This design comes from an exercise in tuning for small area on the open sky130 flow, not from production work. At most, simulation tests tie the RTL to the original design; equivalence was not proved. The flow treats the clock pin as an ideal source, which a real chip does not have. Power figures rest on the tool's default switching activity, not on a simulated workload.

==> module uart_rx, before the edit <==
module uart_rx (
    input clk,
    input rst,
    input in,
    output notif,
    output reg [7:0] data,
    output send
);
  localparam [13:0] POL = 14'h2aaa;
  localparam [13:0] J = 14'h3440;
  localparam [13:0] M = 14'h3e29;
  localparam [13:0] T = 14'h157d;
  localparam [13:0] TMASK = 14'h3fd5;
  reg [3:0] p;
  reg [13:0] y;
  wire [13:0] c = y ^ POL;
  wire term = (c & TMASK) == (T & TMASK);
  wire idle = (~p[3] & ~p[2] & ~p[1] & ~p[0]) | (p[3] & p[2] & p[0]);
  wire [13:0] cn = idle ? M : term ? J : {c[12:0], c[13] ^ c[12]};
  always @(posedge clk) y <= cn ^ POL;
  wire inc = term | (~p[3] & ~p[2] & ~p[1]) | (p[3] & p[2]);
  always @(posedge clk) begin
    if (rst) p <= 4'd0;
    else if (idle) p <= in ? 4'd0 : 4'd1;
    else p <= p + {3'd0, inc};
  end
  always @(posedge clk) begin
    if (term && ((~p[3] & ~p[2] & p[0]))) data[4] <= in;
    if (term && ((~p[3] & ~p[1] & ~p[0]))) data[5] <= in;
    if (term && ((~p[3] & ~p[1] & p[0]))) data[6] <= in;
    if (term && ((p[2] & p[1] & ~p[0]))) data[7] <= in;
    if (term && ((p[2] & p[1] & p[0]))) data[0] <= in;
    if (term && ((p[3] & ~p[1] & ~p[0]))) data[1] <= in;
    if (term && ((p[3] & ~p[1] & p[0]))) data[2] <= in;
    if (term && ((p[3] & p[1] & ~p[0]))) data[3] <= in;
  end
  assign notif = ~((~p[3] & ~p[2] & ~p[1]));
  assign send = (p[3] & p[2] & p[0]);
endmodule
==> module uart_tx, before the edit <==
module uart_tx (
    input clk,
    input rst,
    input send,
    input [7:0] data,
    output notif,
    output reg out
);
  localparam [13:0] POL = 14'h2aaa;
  localparam [13:0] J = 14'h2a81;
  localparam [13:0] T = 14'h175d;
  localparam [13:0] TMASK = 14'h2df7;
  reg [3:0] p;
  reg [13:0] y;
  wire [13:0] c = y ^ POL;
  wire term = (c & TMASK) == (T & TMASK);
  wire idle = (p[3] & p[2] & p[1]);
  wire pend = (~p[3] & ~p[2]);
  wire [13:0] cn = (((~p[3] & ~p[2]) | (p[3] & p[2] & p[1])) | term) ? J : {c[12:0], c[13] ^ c[12]};
  always @(posedge clk) y <= cn ^ POL;
  wire inc = term | pend;
  always @(posedge clk) begin
    if (rst) p <= 4'd15;
    else if (idle) p <= send ? 4'd3 : 4'd15;
    else p <= p + {3'd0, inc};
  end
  always @(posedge clk) begin
    if (rst) out <= 1'b1;
    else if ((~p[3] & ~p[2])) out <= 1'b0;
    else if (term) out <= ~((~p[3]) | (~p[2])) | data[p[2:0]];
  end
  assign notif = ~((~p[3] & ~p[2]) | (p[3] & p[2] & p[1] & p[0]));
endmodule
export LEC_CHECK = 0
export CAP_MARGIN = 20
export CORE_MARGIN = 2
export CORE_UTILIZATION = 45
export PLACE_DENSITY = 0.9
export SLEW_MARGIN = 20
create_clock -name core_clock -period 10.0 [get_ports {clk}]
standard.sh (not shown) runs the stock make flow with config.mk's settings and CLKGATE_MAP_FILE= SYNTH_SCRIPT=/design/flow/synth_recipe.tcl, a recipe that flattens the netlist after the stock synthesis.
==> flow/flow/run.sh <==
#!/bin/bash
# Own layout flow: the standard layout (standard.sh), except that
#  - synthesis is the standard flow's synthesis script with an area-oriented ABC script
#    (flow/synth.tcl, flow/abc_area.script); registers are mapped as before,
#  - the ports are buffered with the smallest buffer (buf_1),
#  - the clock tree is CTS_K clock buffers (CTS_BUF), each at the centre of
#    an equal share of the flip-flops (flow/cts.tcl), in place of TritonCTS,
#  - global routing ends with ORFS's power recovery, which downsizes gates
#    that have timing slack to spare.
# Each step's output goes to a log file of its own in this folder.
set -euo pipefail
export BUFFER_PORTS_ARGS="-buffer_cell sky130_fd_sc_hd__buf_1"
export RECOVER_POWER=100
export ABC_SCRIPT=$PWD/flow/abc_area.script
sed "s#SYNTH_SCRIPT=[^ ]*#SYNTH_SCRIPT=$PWD/flow/synth.tcl#" standard.sh > own_synth.sh
bash own_synth.sh synth > own_synth.log 2>&1
bash standard.sh place > standard_place.log 2>&1
R=orfs/results/${FLOW_PLATFORM}/top/base
CTS_BUF=sky130_fd_sc_hd__clkbuf_4 CTS_K=4 \
  CTS_IN=$R/3_place.odb CTS_SDC=$R/3_place.sdc CTS_OUT=$R/4_1_cts.odb CTS_OUT_SDC=$R/4_cts.sdc \
  openroad -no_init -exit flow/cts.tcl > cts.log 2>&1
bash standard.sh > standard_finish.log 2>&1
Other scripts of this flow, unchanged in this note and not shown: flow/flow/abc_area.script, flow/flow/cts.tcl, flow/flow/synth.tcl
Change:
==> flow/design.v (replaced) <==
`timescale 1ns / 1ps
module uart_rx (
    input clk,
    input rst,
    input in,
    output notif,
    output reg [7:0] data,
    output send
);
  localparam [13:0] POL = 14'h2aaa;
  localparam [13:0] J = 14'h3440;
  localparam [13:0] M = 14'h3e29;
  localparam [13:0] T = 14'h157d;
  localparam [13:0] TMASK = 14'h3fd5;
  reg [3:0] p;
  reg [13:0] y;
  wire [13:0] c = y ^ POL;
  wire term = (c & TMASK) == (T & TMASK);
  wire idle = (~p[3] & ~p[2] & ~p[1] & ~p[0]) | (p[3] & p[2] & p[0]);   
  wire [13:0] cn = idle ? M : term ? J : {c[12:0], c[13] ^ c[12]};
  always @(posedge clk) y <= cn ^ POL;
  wire inc = term | (~p[3] & ~p[2] & ~p[1]) | (p[3] & p[2]);
  always @(posedge clk) begin
    if (rst) p <= 4'd0;
    else if (idle) p <= in ? 4'd0 : 4'd1;
    else p <= p + {3'd0, inc};
  end
  always @(posedge clk) begin
    if (term && (~p[3] & ~p[2] & p[0])) data[4] <= in;   
    if (term && (~p[3] & ~p[1] & ~p[0])) data[5] <= in;   
    if (term && (~p[3] & ~p[1] & p[0])) data[6] <= in;   
    if (term && (p[2] & p[1] & ~p[0])) data[7] <= in;   
    if (term && (p[2] & p[1] & p[0])) data[0] <= in;   
    if (term && (p[3] & ~p[1] & ~p[0])) data[1] <= in;   
    if (term && (p[3] & ~p[1] & p[0])) data[2] <= in;   
    if (term && (p[3] & p[1] & ~p[0])) data[3] <= in;   
  end
  assign notif = ~(~p[3] & ~p[2] & ~p[1]);   
  assign send = p[3] & p[2] & p[0];   
endmodule
`timescale 1ns / 1ps
module uart_tx (
    input clk,
    input rst,
    input send,
    input [7:0] data,
    output notif,
    output reg out
);
  localparam [13:0] POL = 14'h2aaa;
  localparam [13:0] J = 14'h2a81;
  localparam [13:0] T = 14'h175d;
  localparam [13:0] TMASK = 14'h2df7;
  reg [3:0] p;
  reg [13:0] y;
  wire [13:0] c = y ^ POL;
  wire term = (c & TMASK) == (T & TMASK);
  wire idle = (p[3] & p[2] & p[1]);   
  wire pend = (~p[3] & ~p[2]);   
  wire [13:0] cn = (((~p[3] & ~p[2]) | (p[3] & p[2] & p[1])) | term) ? J : {c[12:0], c[13] ^ c[12]};
  always @(posedge clk) y <= cn ^ POL;
  wire inc = term | pend;
  always @(posedge clk) begin
    if (rst) p <= 4'd15;
    else if (idle) p <= send ? 4'd3 : 4'd15;
    else p <= p + {3'd0, inc};
  end
  always @(posedge clk) begin
    if (rst) out <= 1'b1;
    else if ((~p[3] & ~p[2])) out <= 1'b0;
    else if (term) out <= ~((~p[3]) | (~p[2])) | data[p[2:0]];
  end
  assign notif = ~((~p[3] & ~p[2]) | (p[3] & p[2] & p[1] & p[0]));   
endmodule
`timescale 1ns / 1ps
module top (
    input clk,
    input rst,
    input uart_txd_in,
    output uart_rxd_out,
    output [1:0] led
);
  wire [7:0] data;
  wire send;
  uart_rx uart_rx (
      .clk(clk),
      .rst(rst),
      .in(uart_txd_in),
      .notif(led[0]),
      .data(data),
      .send(send)
  );
  uart_tx uart_tx (
      .clk  (clk),
      .rst  (rst),
      .send (send),
      .data (data),
      .notif(led[1]),
      .out  (uart_rxd_out)
  );
endmodule
Result: The changed run produced a clean layout; routed wire length stays the same; utilization stays the same; first-iteration DRC count does not change; die area stays the same; combinational power stays flat; clock skew is unchanged; total power stays the same; setup slack stays the same; synthesized area stays the same; global-route usage is unchanged; final area is unchanged; clock power stays flat; final cell count stays the same.
The RTL of the first run of this note was laid out without a check of its function.

## what the ideal ports hide
How much do the figures lean on ideal ports? The routed layouts below were timed once more, with nothing changed but the port constraints.
Step 1 sets driving cells, clkbuf_16 on the clock port and buf_2 on the other inputs (assumed; they add their load-dependent delay and slew).
Step 2, shift: input delay + t, output delay - t, t = (earliest + latest rising clock arrival at the registers) / 2. This alone moves slack from input paths to output paths.
Three values: no drivers, after step 1, after step 2; two values: the first two.
run | t, ns | slack for setup (ns) | clock arrival spread, ns
the first run | 0.206 | 6.839 / 6.800 / 7.005 | 0.013 / 0.013
the second run | 0.206 | 6.839 / 6.800 / 7.005 | 0.013 / 0.013
After both steps setup and hold are still met in every run listed.
